This is an optimization exercise on Yosys and OpenROAD, whose aim is small area and a short achievable clock period, not a production implementation. The RTL was checked by simulation tests, not by an equivalence proof against the original design. Power figures rest on the tool's default switching activity, not on a simulated workload.

==> inputs of onyx <==
## ipod_player
module ipod_player(
    input  logic        clk,
    input  logic        reset,
    input  logic [7:0]  kbd_ascii,
    input  logic        speed_up,
    input  logic        speed_down,
    input  logic        speed_reset,
    input  logic        direction,
    input  logic [31:0] flash_readdata,
    input  logic        flash_readdatavalid,
    output logic        flash_read,
    output logic [3:0]  flash_byteenable,
    output logic [22:0] flash_address,
    output logic [15:0] audio_data,
    output logic        sample_clk
);
logic newclock1;      
logic newclock1_q;    
logic edgeclock1;     
logic idle;
rate_divider div1 (
    .clk(clk), .rst(reset),
    .speed_up(speed_up), .speed_down(speed_down), .speed_reset(speed_reset),
    .newclock(newclock1)
);
always_ff @(posedge clk, posedge reset)
    if (reset) begin
        newclock1_q <= 1'b0;
        edgeclock1  <= 1'b0;
    end else begin
        newclock1_q <= newclock1;
        edgeclock1  <= newclock1_q;
    end
address_gen addressset (
    .clk(clk), .rst(reset),
    .en(newclock1 & ~newclock1_q),
    .kbd(kbd_ascii),
    .idle(idle),
    .addr(flash_address)
);
flash_fsm flash (
    .clk(clk), .rst(reset),
    .direction(direction),
    .readdata(flash_readdata),
    .readdatavalid(flash_readdatavalid),
    .idle(idle),
    .newclock1(edgeclock1),
    .audiodata(audio_data),
    .flash_read(flash_read),
    .flash_byteenable(flash_byteenable)
);
  ...
==> flow/config.mk <==
export PLATFORM = sky130hd
export DESIGN_NAME = ipod_player
export DESIGN_NICKNAME = ipod_player
export VERILOG_FILES = /design/flow/design.v
export SDC_FILE = /design/flow/constraint.sdc
export NUM_CORES = 4
export LEC_CHECK = 0
export CAP_MARGIN = 20
export CORE_MARGIN = 2
export CORE_UTILIZATION = 40
export CTS_BUF_LIST = sky130_fd_sc_hd__clkbuf_8
export SETUP_SLACK_MARGIN = 5
export SLEW_MARGIN = 20
==> flow/constraint.sdc <==
create_clock -name core_clock -period 100.0 [get_ports {clk}]
set_input_delay 20.0000 -clock core_clock [delete_from_list [all_inputs] [get_ports {clk}]]
set_output_delay 20.0000 -clock core_clock [all_outputs]
set_load 0.01 [all_outputs]
standard.sh (not shown) runs the stock make flow with config.mk's settings and CLKGATE_MAP_FILE= SYNTH_SCRIPT=/design/flow/synth_recipe.tcl, a recipe that flattens the netlist after the stock synthesis.
==> flow/flow/run.sh <==
#!/bin/bash
# Layout flow: the standard synthesis, then its combinational logic is
# mapped again by ABC with an area-oriented script (registers, their names and
# cell types are left as the standard synthesis made them), then the standard flow's
# standard layout with port buffers made from buf_1.
set -euo pipefail
WORK=$(pwd)
R=$WORK/orfs/results/sky130hd/ipod_player/base
LIB=$FLOW_HOME/platforms/sky130hd/lib/sky130_fd_sc_hd__tt_025C_1v80.lib
YOSYS=$FLOW_HOME/../tools/install/yosys/bin/yosys
export BUFFER_PORTS_ARGS="-buffer_cell sky130_fd_sc_hd__buf_1"

# 1. standard synthesis
bash standard.sh synth > flow_1_synth.log 2>&1
cp $R/1_2_yosys.v $WORK/netlist_standard.v

# 2. re-map the combinational cells
python3 flow/genmodels.py $LIB $WORK/comb_models.v > flow_2_models.log 2>&1
DONT_USE=$(sed 's/^/-dont_use /' flow/dont_use.txt | tr '\n' ' ')
cat > $WORK/remap.ys <<EOS
read_liberty -lib $LIB
read_verilog $WORK/netlist_standard.v
hierarchy -top $FLOW_TOP
techmap -map $WORK/comb_models.v
opt -purge
techmap
opt -fast -purge
abc -liberty $LIB $DONT_USE -script $WORK/flow/abc_area.script
splitnets
opt_clean -purge
hilomap -singleton -hicell sky130_fd_sc_hd__conb_1 HI -locell sky130_fd_sc_hd__conb_1 LO
insbuf -buf sky130_fd_sc_hd__buf_4 A X
check -assert -mapped
stat -liberty $LIB
write_verilog -noattr -nohex -nodec $WORK/netlist_remapped.v
EOS
$YOSYS -s $WORK/remap.ys > flow_3_remap_yosys.log 2>&1
cp $WORK/netlist_remapped.v $R/1_2_yosys.v
rm -f $R/1_synth.odb

# 3. standard layout of the re-mapped netlist
bash standard.sh finish > flow_4_layout.log 2>&1
==> flow/flow/abc_area.script <==
strash
&get -n
&fraig -x
&put
scorr
dc2
strash
&get -n
&dch -f
&nf -R 1000
&put
==> flow/flow/dont_use.txt <==
sky130_fd_sc_hd__probe_p_8
sky130_fd_sc_hd__probec_p_8
sky130_fd_sc_hd__lpflow_bleeder_1
sky130_fd_sc_hd__lpflow_clkbufkapwr_1
sky130_fd_sc_hd__lpflow_clkbufkapwr_16
sky130_fd_sc_hd__lpflow_clkbufkapwr_2
sky130_fd_sc_hd__lpflow_clkbufkapwr_4
sky130_fd_sc_hd__lpflow_clkbufkapwr_8
sky130_fd_sc_hd__lpflow_clkinvkapwr_1
sky130_fd_sc_hd__lpflow_clkinvkapwr_16
sky130_fd_sc_hd__lpflow_clkinvkapwr_2
sky130_fd_sc_hd__lpflow_clkinvkapwr_4
sky130_fd_sc_hd__lpflow_clkinvkapwr_8
sky130_fd_sc_hd__lpflow_decapkapwr_12
sky130_fd_sc_hd__lpflow_decapkapwr_3
sky130_fd_sc_hd__lpflow_decapkapwr_4
sky130_fd_sc_hd__lpflow_decapkapwr_6
sky130_fd_sc_hd__lpflow_decapkapwr_8
sky130_fd_sc_hd__lpflow_inputiso0n_1
sky130_fd_sc_hd__lpflow_inputiso0p_1
sky130_fd_sc_hd__lpflow_inputiso1n_1
sky130_fd_sc_hd__lpflow_inputiso1p_1
sky130_fd_sc_hd__lpflow_inputisolatch_1
sky130_fd_sc_hd__lpflow_isobufsrc_1
sky130_fd_sc_hd__lpflow_isobufsrc_16
sky130_fd_sc_hd__lpflow_isobufsrc_2
sky130_fd_sc_hd__lpflow_isobufsrc_4
sky130_fd_sc_hd__lpflow_isobufsrc_8
sky130_fd_sc_hd__lpflow_isobufsrckapwr_16
sky130_fd_sc_hd__lpflow_lsbuf_lh_hl_isowell_tap_1
sky130_fd_sc_hd__lpflow_lsbuf_lh_hl_isowell_tap_2
sky130_fd_sc_hd__lpflow_lsbuf_lh_hl_isowell_tap_4
sky130_fd_sc_hd__lpflow_lsbuf_lh_isowell_4
sky130_fd_sc_hd__lpflow_lsbuf_lh_isowell_tap_1
sky130_fd_sc_hd__lpflow_lsbuf_lh_isowell_tap_2
sky130_fd_sc_hd__lpflow_lsbuf_lh_isowell_tap_4
sky130_fd_sc_hd__fill_1
sky130_fd_sc_hd__fill_2
sky130_fd_sc_hd__fill_4
sky130_fd_sc_hd__fill_8
==> flow/flow/genmodels.py <==
# Writes Verilog models (one assign per output, from the liberty 'function')
# of the combinational cells of a liberty file.
# usage: genmodels.py LIBERTY OUT.v
import re, sys
lib = open(sys.argv[1]).read()
out = []
names = []
pos = 0
for m in re.finditer(r'\n\s*cell\s*\(\s*"?(\w+)"?\s*\)\s*\{', lib):
    name = m.group(1)
    # find the cell body by brace matching
    i = m.end(); depth = 1
    while depth:
        c = lib[i]
        if c == '{': depth += 1
        elif c == '}': depth -= 1
        i += 1
    body = lib[m.end():i]
    if re.search(r'\b(ff|latch|statetable)\s*\(', body) or 'three_state' in body: continue
    pins = []
    for pm in re.finditer(r'\n\s*pin\s*\(\s*"?(\w+)"?\s*\)\s*\{', body):
        j = pm.end(); d = 1
        while d:
            c = body[j]
            if c == '{': d += 1
            elif c == '}': d -= 1
            j += 1
        pb = body[pm.end():j]
        dirm = re.search(r'direction\s*:\s*"?(\w+)"?', pb)
        fm = re.search(r'\bfunction\s*:\s*"([^"]*)"', pb)
        pins.append((pm.group(1), dirm.group(1) if dirm else None, fm.group(1) if fm else None))
    outs = [p for p in pins if p[1] == 'output']
    ins = [p for p in pins if p[1] == 'input']
    if not outs or any(o[2] is None for o in outs): continue
    def conv(f):
        f = f.replace('!', '~').replace('*', '&').replace('+', '|')
        # juxtaposition AND: "A B" -> "A & B"
        f = re.sub(r'(\w|\))\s+(?=(\w|\(|~))', r'\1 & ', f)
        return f
    decl = ', '.join([f'input {p[0]}' for p in ins] + [f'output {p[0]}' for p in outs])
    lines = [f'module {name}({decl});'] + [f'  assign {o[0]} = {conv(o[2])};' for o in outs] + ['endmodule']
    out.append('\n'.join(lines)); names.append(name)
open(sys.argv[2], 'w').write('\n'.join(out) + '\n')
print(len(names), 'models')
==> violet (differences from onyx) <==
--- a/flow/flow/run.sh
+++ b/flow/flow/run.sh
@@ -40,3 +40,3 @@
 
 # 3. standard layout of the re-mapped netlist
-bash standard.sh finish > flow_4_layout.log 2>&1
+bash standard.sh finish SETUP_SLACK_MARGIN=78.6 > flow_4_layout.log 2>&1
==> ember (differences from onyx) <==
==> flow/flow/run.sh (replaced) <==
#!/bin/bash
# The standard layout, with the port buffers made from the smallest
# buffer cell (buf_1) instead of the one buffer_ports picks by itself.
set -euo pipefail
export BUFFER_PORTS_ARGS="-buffer_cell sky130_fd_sc_hd__buf_1"
bash standard.sh finish > standard_flow.log 2>&1
Settings changed: CTS_BUF_LIST sky130_fd_sc_hd__clkbuf_8 to sky130_fd_sc_hd__clkbuf_16, CTS_CLUSTER_DIAMETER from default to 100, CTS_CLUSTER_SIZE from default to 40.
removed: flow/flow/abc_area.script
removed: flow/flow/dont_use.txt
removed: flow/flow/genmodels.py
==> results.txt <==
- ember produced a clean layout. violet produced a clean layout. onyx finished with timing, DRC and antenna clean.
- Via count: violet > onyx > ember.
- In ember the critical path depth is lower than in onyx, by 6.
- Between ember and violet, the lower sequential power is in ember (gap about 8%, measured against violet).
- The highest routed wire length belongs to violet, the lowest to ember.
- Of violet and onyx, onyx has the higher sequential share of layout area (gap 2.4 points).
- Global-route usage, lowest first: ember, onyx, violet.
- Register-to-register slack: ember is worse than onyx (0.90 ns).
- Hold slack: violet > onyx > ember.

static timing again, ports no longer ideal:
The results above use ideal ports. As a check the final layouts listed here were re-extracted and re-timed, cells and wires unchanged.
Step 1 (the two cells are an assumption about what drives the block):
set clk [get_ports {clk}]
set_driving_cell -lib_cell sky130_fd_sc_hd__clkbuf_16 $clk
set_driving_cell -lib_cell sky130_fd_sc_hd__buf_2 [delete_from_list [all_inputs] $clk]
Step 2 times the ports against the registers' clock, not the clock port: input delays grow and output delays shrink by t, the midpoint of the rising clock arrivals with the driver on.
a / b / c = ideal / step 1 / step 2; a / b = the first two.
| run | t, ns | slack for setup (ns) | worst hold slack (ns) |
|---|---|---|---|
| onyx | 0.500 | 77.384 / 77.374 / 76.873 | 0.414 / 0.414 / 0.414 |
| violet | 0.522 | 78.401 / 78.382 / 77.860 | 0.421 / 0.421 / 0.421 |
| ember | 0.479 | 78.109 / 78.137 / 77.658 | 0.396 / 0.396 / 0.396 |
After both steps every run listed still meets setup and hold. For violet, which loses most, drivers alone change the setup slack by -0.019 ns; drivers and shift together by -0.541 ns.
